Source: an optimization exercise on an open RTL-to-GDS flow (aim: small area and a short achievable clock period). Production flows keep margins and buffers that such runs may drop.
Function was checked by simulation only, so behaviour that the tests miss may differ from the original.
The flow treats the clock pin as an ideal source, which a real chip does not have.
Power figures rest on the tool's default switching activity, not on a simulated workload.

Design top, start of the top module:
module top(
	input clk_i,
	input rstn_i,
	input acc_en_i,
	input wr_en_i,
	input [2:0] addr_i,
	input [15:0] wdata_i,
	input input1_i,
	input input2_i,
	input input3_i,
	input input4_i,
	input input5_i,
	input input6_i,
	input input7_i,
	input input8_i,
	input input9_i,
	input input10_i,
	input input11_i,
	input input12_i,
	input input13_i,
	input input14_i,
	input input15_i,
	output [15:0] rdata_o,
	output output_o
);
For scale: ~130 flip-flops, roughly 55 I/O pins.
clock: 25.0 ns
lec_check: 0
cap_margin: 20
core_margin: 2
core_utilization: 70
cts_buf_list: sky130_fd_sc_hd__clkbuf_4 sky130_fd_sc_hd__clkbuf_8
cts_cluster_diameter: 60
cts_cluster_size: 30
gpl_timing_driven: 1
slew_margin: 20
synth_hierarchical: 1
synth_minimum_keep_size: 0
standard.sh (not shown) runs the stock make flow with config.mk's settings and CLKGATE_MAP_FILE= SYNTH_SCRIPT=/design/flow/synth_recipe.tcl, a recipe that flattens the netlist after the stock synthesis.
==> flow/flow/run.sh <==
#!/bin/bash
# Layout flow: the standard ORFS flow, with port buffers of a plain buffer
# cell, a clock tree without dummy loads whose lightly loaded leaf buffers get
# a smaller cell (flow/post_cts.tcl), and timing repair aimed at a larger setup
# margin using only gate sizing and pin swaps. Clock period and constraints are
# the standard flow's own.
set -euo pipefail
W=$(pwd)
export POST_CTS_TCL="$W/flow/post_cts.tcl"
export SMALL_CLKBUF_MAX_SLEW=0.095
bash standard.sh \
  "BUFFER_PORTS_ARGS=-buffer_cell sky130_fd_sc_hd__buf_2" \
  "CTS_ARGS=-sink_clustering_enable -repair_clock_nets -dont_use_dummy_load -buf_list {sky130_fd_sc_hd__clkbuf_8}" \
  "SETUP_SLACK_MARGIN=13.8" "SETUP_MOVE_SEQUENCE=sizeup,swap" \
  finish > "$W/flow_make.log" 2>&1
==> flow/flow/post_cts.tcl <==
# After CTS: a leaf clock buffer gets a smaller clock buffer cell when the
# clock pins it drives keep a slew below SMALL_CLKBUF_MAX_SLEW (ns) with it.
# The smaller cell fits where the larger one was placed.
set max_slew 0.095
if {[info exists ::env(SMALL_CLKBUF_MAX_SLEW)]} { set max_slew $::env(SMALL_CLKBUF_MAX_SLEW) }
set_propagated_clock [all_clocks]
foreach inst [get_cells clkbuf_*] {
  if {[get_property $inst ref_name] != "sky130_fd_sc_hd__clkbuf_8"} { continue }
  set net [get_nets -of_objects [get_pins -of_objects $inst -filter "direction==output"]]
  set loads [get_pins -of_objects $net -filter "direction==input"]
  set leaf 1
  foreach p $loads {
    if {[string match "*clkbuf*" [get_full_name $p]]} { set leaf 0 }
  }
  if {!$leaf} { continue }
  replace_cell $inst sky130_fd_sc_hd__clkbuf_4
  estimate_parasitics -placement
  set ms 0
  foreach p $loads {
    set s [get_property $p slew_max]
    if {$s > $ms} { set ms $s }
  }
  if {$ms > $max_slew} {
    replace_cell $inst sky130_fd_sc_hd__clkbuf_8
  }
}
estimate_parasitics -placement
The starting point finished clean.
Then changed:
--- a/flow/flow/run.sh
+++ b/flow/flow/run.sh
@@ -14 +14 @@
-  "SETUP_SLACK_MARGIN=13.8" "SETUP_MOVE_SEQUENCE=sizeup,swap" \
+  "SETUP_SLACK_MARGIN=13.5" "SETUP_MOVE_SEQUENCE=sizeup,swap" \
--- a/flow/config.mk
+++ b/flow/config.mk
@@ -14 +13,0 @@
-export GPL_TIMING_DRIVEN = 1
=> The changed run ran to the end with no violations. Sequential share of layout area rises by 0.77 points. Cell count stays the same. Routed wire length falls by 0.57%. Power falls by 0.72%. Synthesized cell count stays the same. Global-route usage is unchanged. Setup slack degrades by 0.30 ns.
Then changed:
--- a/flow/flow/run.sh
+++ b/flow/flow/run.sh
@@ -14 +14 @@
-  "SETUP_SLACK_MARGIN=13.5" "SETUP_MOVE_SEQUENCE=sizeup,swap" \
+  "SETUP_SLACK_MARGIN=14.1" "SETUP_MOVE_SEQUENCE=sizeup,swap" \
=>
- wire length went down by 1.6%
- count of clock-buffer cells in the layout stays the same
- total power went up by 1.2%
- via count went down by 0.37%
- area after synthesis stays the same
- design area went up by 2.9%
Then changed:
--- a/flow/flow/run.sh
+++ b/flow/flow/run.sh
@@ -14 +14 @@
-  "SETUP_SLACK_MARGIN=14.1" "SETUP_MOVE_SEQUENCE=sizeup,swap" \
+  "SETUP_SLACK_MARGIN=13.8" "SETUP_MOVE_SEQUENCE=sizeup,swap" \
Outcome: Die area does not change. Total power came out lower by 0.45%. Clock-buffer cell count is unchanged. Routed wire length went up by 2.2%.

========
Another version of the RTL of top (not shown whole).
Size: ~550 cells after synthesis, roughly 130 flip-flops, ~55 I/O pins.
==> flow/design.v (excerpt) <==
module top(
	input clk_i,
	input rstn_i,
	input acc_en_i,
	input wr_en_i,
	input [2:0] addr_i,
	input [15:0] wdata_i,
	input input1_i,
	input input2_i,
	input input3_i,
	input input4_i,
	input input5_i,
	input input6_i,
	input input7_i,
	input input8_i,
	input input9_i,
	input input10_i,
	input input11_i,
	input input12_i,
	input input13_i,
	input input14_i,
	input input15_i,
	output [15:0] rdata_o,
	output output_o
);
export LEC_CHECK = 0
export CAP_MARGIN = 20
export CORE_MARGIN = 2
export CORE_UTILIZATION = 60
export CTS_BUF_LIST = sky130_fd_sc_hd__clkbuf_4 sky130_fd_sc_hd__clkbuf_8
export CTS_CLUSTER_DIAMETER = 60
export CTS_CLUSTER_SIZE = 30
export SLEW_MARGIN = 20
export SYNTH_HIERARCHICAL = 1
export SYNTH_MINIMUM_KEEP_SIZE = 0
create_clock -name core_clock -period 25.0 [get_ports {clk_i}]
==> flow/flow/run.sh <==
#!/bin/bash
# Layout flow: the standard ORFS flow, with port buffers of a plain buffer
# cell, a clock tree without dummy loads whose lightly loaded leaf buffers get
# a smaller cell (flow/post_cts.tcl), and timing repair aimed at a larger setup
# margin using only gate sizing and pin swaps. Clock period and constraints are
# the standard flow's own.
set -euo pipefail
W=$(pwd)
export POST_CTS_TCL="$W/flow/post_cts.tcl"
export SMALL_CLKBUF_MAX_SLEW=0.095
bash standard.sh \
  "BUFFER_PORTS_ARGS=-buffer_cell sky130_fd_sc_hd__buf_2" \
  "CTS_ARGS=-sink_clustering_enable -repair_clock_nets -dont_use_dummy_load -buf_list {sky130_fd_sc_hd__clkbuf_8}" \
  "SETUP_SLACK_MARGIN=13.8" "SETUP_MOVE_SEQUENCE=sizeup,swap" \
  finish > "$W/flow_make.log" 2>&1
==> flow/flow/post_cts.tcl <==
# After CTS: a leaf clock buffer gets the smallest clock buffer cell with which
# the clock pins it drives keep a slew below SMALL_CLKBUF_MAX_SLEW (ns). A
# smaller cell fits where the larger one was placed.
set max_slew 0.095
if {[info exists ::env(SMALL_CLKBUF_MAX_SLEW)]} { set max_slew $::env(SMALL_CLKBUF_MAX_SLEW) }
set_propagated_clock [all_clocks]
foreach inst [get_cells clkbuf_*] {
  set orig [get_property $inst ref_name]
  if {$orig != "sky130_fd_sc_hd__clkbuf_8"} { continue }
  set net [get_nets -of_objects [get_pins -of_objects $inst -filter "direction==output"]]
  set loads [get_pins -of_objects $net -filter "direction==input"]
  set leaf 1
  foreach p $loads {
    if {[string match "*clkbuf*" [get_full_name $p]]} { set leaf 0 }
  }
  if {!$leaf} { continue }
  set done 0
  foreach cell {sky130_fd_sc_hd__clkbuf_2 sky130_fd_sc_hd__clkbuf_4} {
    replace_cell $inst $cell
    estimate_parasitics -placement
    set ms 0
    foreach p $loads {
      set s [get_property $p slew_max]
      if {$s > $ms} { set ms $s }
    }
    if {$ms <= $max_slew} { set done 1; break }
  }
  if {!$done} { replace_cell $inst $orig }
}
estimate_parasitics -placement
The starting point finished with timing, DRC and antenna clean.
==> next run, changes <==
- CORE_UTILIZATION: 60 -> 78
Outcome: Power rises by 1.9%; global-route usage rises by 7.5 points; synthesized cell count stays the same; worst hold slack is about the same; area after synthesis is unchanged; clock skew rises by 10 ps; design area falls by 1.3%.

========
The RTL this note starts from:
==> flow/design.v <==
module registor_block(
	input clk_i,
	input rstn_i,
	input acc_en_i,
	input wr_en_i,
	input [2:0] addr_i,
	input [15:0] wdata_i,
	output reg [15:0] rdata_o,
	output [9:0] duty_cycle,
	output [1:0] frequency_selection,
	output [1:0] trigger_selection,
	output [9:0] target_value,
	output clear,
	output SW_trigger,
	input [9:0] actual_counter_value,
	input [9:0] captured_value,
	input tm_running
);
reg [15:0] CTRL0;
reg [15:0] PWM_MODE;
reg [15:0] CNT_TIMER_MODE0;
reg [15:0] CNT_TIMER_MODE1;
wire wr = acc_en_i & wr_en_i;
always @(posedge clk_i or negedge rstn_i) begin
	if(!rstn_i) begin
		CTRL0<=16'd0;
		PWM_MODE<=16'd0;
		CNT_TIMER_MODE0<=16'd0;
		CNT_TIMER_MODE1<=16'd0;
	end else if(wr) begin
		if(addr_i==3'd0) CTRL0<=wdata_i;
		if(addr_i==3'd1) PWM_MODE<=wdata_i;
		if(addr_i==3'd2) CNT_TIMER_MODE0<=wdata_i;
		if(addr_i==3'd3) CNT_TIMER_MODE1<=wdata_i;
	end
end
assign duty_cycle=PWM_MODE[9:0];
assign frequency_selection=PWM_MODE[13:12];
assign trigger_selection=CNT_TIMER_MODE0[5:4];
assign target_value=CNT_TIMER_MODE1[9:0];
assign clear=wdata_i[0] & wr & (addr_i==3'd5);
assign SW_trigger=wdata_i[4] & wr & (addr_i==3'd5);
wire rd = acc_en_i & ~wr_en_i;
wire s0 = rd & (addr_i == 3'd0);
wire s1 = rd & (addr_i == 3'd1);
wire s2 = rd & (addr_i == 3'd2);
wire s3 = rd & (addr_i == 3'd3);
wire s4 = rd & (addr_i == 3'd4);
wire s6 = rd & (addr_i == 3'd6);
always @(*) begin
	rdata_o = ({16{s0}} & CTRL0) | ({16{s1}} & PWM_MODE) | ({16{s2}} & CNT_TIMER_MODE0)
	        | ({16{s3}} & CNT_TIMER_MODE1) | ({16{s4}} & {6'd0, actual_counter_value})
	        | ({16{s6}} & {3'd0, tm_running, 2'd0, captured_value});
end
endmodule
module PWM(
	input clk_i,
	input rstn_i,
	input acc_en_i,
	input [9:0] duty_cycle,
	input [1:0] frequency_selection,
	input [1:0] trigger_selection,
	input [9:0] target_value,
	input clear,
	input SW_trigger,
	output [9:0] actual_counter_value,
	output reg [9:0] captured_value,
	output reg tm_running,
	output reg pwm_out
);
function [18:0] inc19(input [18:0] a, input cin);
	integer i; reg c;
	begin
		c = cin;
		for (i = 0; i < 19; i = i + 1) begin inc19[i] = a[i] ^ c; c = a[i] & c; end
	end
endfunction
function [13:0] inc14(input [13:0] a, input cin);
	integer i; reg c;
	begin
		c = cin;
		for (i = 0; i < 14; i = i + 1) begin inc14[i] = a[i] ^ c; c = a[i] & c; end
	end
endfunction
function [14:0] add15(input [14:0] a, input [14:0] b);
	integer i; reg c;
	begin
		c = 1'b0;
		for (i = 0; i < 15; i = i + 1) begin
			add15[i] = a[i] ^ b[i] ^ c;
			c = (a[i] & b[i]) | (a[i] & c) | (b[i] & c);
		end
	end
endfunction
function [12:0] add13(input [12:0] a, input [12:0] b);
	integer i; reg c;
	begin
		c = 1'b0;
		for (i = 0; i < 13; i = i + 1) begin
			add13[i] = a[i] ^ b[i] ^ c;
			c = (a[i] & b[i]) | (a[i] & c) | (b[i] & c);
		end
	end
endfunction
function lt14(input [13:0] a, input [13:0] b, input cin);
	integer i; reg c;
	begin
		c = cin;
		for (i = 0; i < 14; i = i + 1) c = (~a[i] & b[i]) | (~a[i] & c) | (b[i] & c);
		lt14 = c;
	end
endfunction
reg [9:0]  P_lo;
reg [8:0]  P_hi;
reg        Z;
reg [13:0] A;
reg [14:0] B;
wire [18:0] P = {P_hi, P_lo};
wire en = acc_en_i;
wire [18:0] p_inc = inc19(P, en);
wire [18:0] p_next = (Z & en) ? 19'd0 : p_inc;
wire ge400 = P >= 19'd399999;
wire ge200 = P >= 19'd199999;
wire ge125 = P >= 19'd124999;
wire ge100 = P >= 19'd99999;
wire ge = frequency_selection[1] ? (frequency_selection[0] ? ge100 : ge125)
                                 : (frequency_selection[0] ? ge200 : ge400);
wire wrap = ~Z & ge;
wire hit = Z ? (target_value == 10'd0) : (p_inc == {9'd0, target_value});
wire [12:0] dc5 = add13({1'b0, duty_cycle, 2'b0}, {3'b0, duty_cycle});
reg [13:0] T;
always @(*) begin
	case(frequency_selection)
		2'b00: T = {duty_cycle, 4'b0};
		2'b01: T = {1'b0, duty_cycle, 3'b0};
		2'b10: T = {1'b0, dc5};
		default: T = {2'b0, duty_cycle, 2'b0};
	endcase
end
wire bz = (B == 15'd0);
wire duty_on = Z ? (duty_cycle != 10'd0) : lt14(A, T, bz);
wire go = en & ~Z & duty_on;
wire ld = en & Z;
wire b_carry = (B >= 15'd23977);
wire [14:0] b_step = go ? (b_carry ? 15'd8791 : 15'd1023) : 15'd0;
wire [14:0] b_sum = add15(B, b_step);
wire [13:0] a_sum = inc14(A, go & b_carry);
assign actual_counter_value = P_lo;
always @(posedge clk_i or negedge rstn_i) begin
	if(!rstn_i) begin
		P_lo <= 10'd0;
		Z <= 1'b1;
		pwm_out <= 1'b0;
		captured_value <= 10'd0;
		tm_running <= 1'b0;
	end else begin
		P_lo <= p_next[9:0];
		if(en) begin
			Z <= wrap;
			pwm_out <= duty_on;
			if(clear)
				captured_value <= 10'd0;
			else if(hit)
				captured_value <= target_value;
			if(SW_trigger || (trigger_selection==2'b01 && hit))
				tm_running <= 1'b1;
			else if(wrap)
				tm_running <= 1'b0;
		end
	end
end
always @(posedge clk_i) begin
	P_hi <= p_next[18:10];
	A <= ld ? 14'd0 : a_sum;
	B <= ld ? (duty_on ? 15'd2046 : 15'd1023) : b_sum;
end
endmodule
module top(
	input clk_i,
	input rstn_i,
	input acc_en_i,
	input wr_en_i,
	input [2:0] addr_i,
	input [15:0] wdata_i,
	input input1_i,
	input input2_i,
	input input3_i,
	input input4_i,
	input input5_i,
	input input6_i,
	input input7_i,
	input input8_i,
	input input9_i,
	input input10_i,
	input input11_i,
	input input12_i,
	input input13_i,
	input input14_i,
	input input15_i,
	output [15:0] rdata_o,
	output output_o
);
	wire [9:0] duty_cycle_w;
	wire [1:0] frequency_selection_w;
	wire [1:0] trigger_selection_w;
	wire [9:0] target_value_w;
	wire clear_w;
	wire SW_trigger_w;
	wire [9:0] actual_counter_value_w;
	wire [9:0] captured_value_w;
	wire tm_running_w;
registor_block registor_block(
	.clk_i(clk_i),
	.rstn_i(rstn_i),
	.acc_en_i(acc_en_i),
	.wr_en_i(wr_en_i),
	.addr_i(addr_i),
	.wdata_i(wdata_i),
	.rdata_o(rdata_o),
	.duty_cycle(duty_cycle_w),
	.frequency_selection(frequency_selection_w),
	.trigger_selection(trigger_selection_w),
	.target_value(target_value_w),
	.clear(clear_w),
	.SW_trigger(SW_trigger_w),
	.actual_counter_value(actual_counter_value_w),
	.captured_value(captured_value_w),
	.tm_running(tm_running_w)
);
PWM PWM(
	.clk_i(clk_i),
	.rstn_i(rstn_i),
	.acc_en_i(acc_en_i),
	.duty_cycle(duty_cycle_w),
	.frequency_selection(frequency_selection_w),
	.trigger_selection(trigger_selection_w),
	.target_value(target_value_w),
	.clear(clear_w),
	.SW_trigger(SW_trigger_w),
	.actual_counter_value(actual_counter_value_w),
	.captured_value(captured_value_w),
	.tm_running(tm_running_w),
	.pwm_out(output_o)
);
endmodule
export LEC_CHECK = 0
export CAP_MARGIN = 20
export CORE_MARGIN = 2
export CORE_UTILIZATION = 70
export CTS_BUF_LIST = sky130_fd_sc_hd__clkbuf_4 sky130_fd_sc_hd__clkbuf_8
export CTS_CLUSTER_DIAMETER = 60
export CTS_CLUSTER_SIZE = 30
export SLEW_MARGIN = 20
create_clock -name core_clock -period 25.0 [get_ports {clk_i}]
run.sh (not shown) runs the stock make flow with config.mk's settings and CLKGATE_MAP_FILE= SYNTH_SCRIPT=/design/flow/synth_recipe.tcl, a recipe that flattens the netlist after the stock synthesis.
Stock flow here: none of the scripts above is used.
Rerun with:
==> flow/flow/run.sh (new file) <==
#!/bin/bash
# Layout flow: the standard ORFS flow, with port buffers of a plain buffer
# cell, a clock tree without dummy loads, and timing repair aimed at a larger
# setup margin. Clock period and constraints are the standard flow's own.
set -euo pipefail
W=$(pwd)
bash standard.sh \
  "BUFFER_PORTS_ARGS=-buffer_cell sky130_fd_sc_hd__buf_2" \
  "CTS_ARGS=-sink_clustering_enable -repair_clock_nets -dont_use_dummy_load -sink_clustering_size 30 -sink_clustering_max_diameter 60 -buf_list {sky130_fd_sc_hd__clkbuf_4 sky130_fd_sc_hd__clkbuf_8}" \
  finish > "$W/flow_make.log" 2>&1
==> flow/standard.sh (new file) <==
#!/bin/bash
# synth_recipe.tcl (not shown) runs the flow's synth.tcl, then flattens the netlist and writes it again
# the make line also repeats each setting of config.mk as NAME=value (left out here)
make -C /OpenROAD-flow-scripts/flow DESIGN_CONFIG=/design/flow/config.mk WORK_HOME=/design/flow/orfs CLKGATE_MAP_FILE= SYNTH_SCRIPT=/design/flow/synth_recipe.tcl "${@:-finish}"
removed: flow/run.sh
Outcome: Setup slack improved by 0.67 ns. Sequential power barely changes. Die area stays the same. Cell area came out lower by a few percent. Clock-buffer cell count falls by 3. Area after synthesis does not change. Maximum frequency climbs by a few percent.
Rerun with:
--- a/flow/flow/run.sh
+++ b/flow/flow/run.sh
@@ -9 +9,2 @@
-  "CTS_ARGS=-sink_clustering_enable -repair_clock_nets -dont_use_dummy_load -sink_clustering_size 30 -sink_clustering_max_diameter 60 -buf_list {sky130_fd_sc_hd__clkbuf_4 sky130_fd_sc_hd__clkbuf_8}" \
+  "SETUP_SLACK_MARGIN=14" \
+  "CTS_ARGS=-sink_clustering_enable -repair_clock_nets -dont_use_dummy_load -sink_clustering_size 50 -sink_clustering_max_diameter 200 -buf_list {sky130_fd_sc_hd__clkbuf_4 sky130_fd_sc_hd__clkbuf_8}" \
Effect: Routed wire length rose by about 10%; non-clock buffer count rose by 16; die area stays the same; maximum frequency rose by 9.0%; global-route usage rose by 2.3 points; synthesized cell count does not change; via count rose by about 2.4%; worst setup slack gets better by 1.0 ns.

[port drivers added, routing unchanged]
The flow's constraints put no driver on any port. The routed layouts listed below were extracted and timed again, unchanged, in two steps.
Step 1, drivers: a clkbuf_16 drives clk_i and a buf_2 each remaining input, both assumed.
Step 2 times the ports against the registers' clock, not the clock port: input delays grow and output delays shrink by t, the midpoint of the rising clock arrivals with the driver on.
Three values: ideal ports, drivers, drivers and shift; two values: the first two.
| run | shift t [ns] | setup WS [ns] | hold WS [ns] | worst setup path after step 2 | latest minus earliest clock arrival (ns) |
|---|---|---|---|---|---|
| the first run of note 1 | 0.445 | 13.826 / 13.787 / 13.664 | 0.542 / 0.542 / 0.542 | input to register | 0.023 / 0.023 |
| the second run of note 1 | 0.440 | 13.530 / 13.477 / 13.410 | 0.535 / 0.535 / 0.535 | input to register | 0.023 / 0.023 |
| the third run of note 1 | 0.438 | 13.882 / 13.822 / 13.822 | 0.475 / 0.475 / 0.475 | input to output | 0.028 / 0.027 |
| the fourth run of note 1 | 0.445 | 13.826 / 13.787 / 13.664 | 0.542 / 0.542 / 0.542 | input to register | 0.023 / 0.023 |
| the first run of note 2 | 0.454 | 13.847 / 13.802 / 13.705 | 0.463 / 0.463 / 0.463 | input to register | 0.034 / 0.034 |
| the second run of note 2 | 0.435 | 13.767 / 13.721 / 13.721 | 0.461 / 0.461 / 0.461 | input to output | 0.040 / 0.040 |
| the first run of note 3 | 0.487 | 11.889 / 11.865 / 11.865 | 0.511 / 0.511 / 0.511 | input to output | 0.013 / 0.013 |
| the second run of note 3 | 0.478 | 12.559 / 12.536 / 12.536 | 0.510 / 0.510 / 0.510 | input to output | 0.027 / 0.027 |
| the third run of note 3 | 0.468 | 13.591 / 13.484 / 13.484 | 0.513 / 0.513 / 0.513 | input to output | 0.031 / 0.030 |
After both steps setup and hold are still met in every run listed.
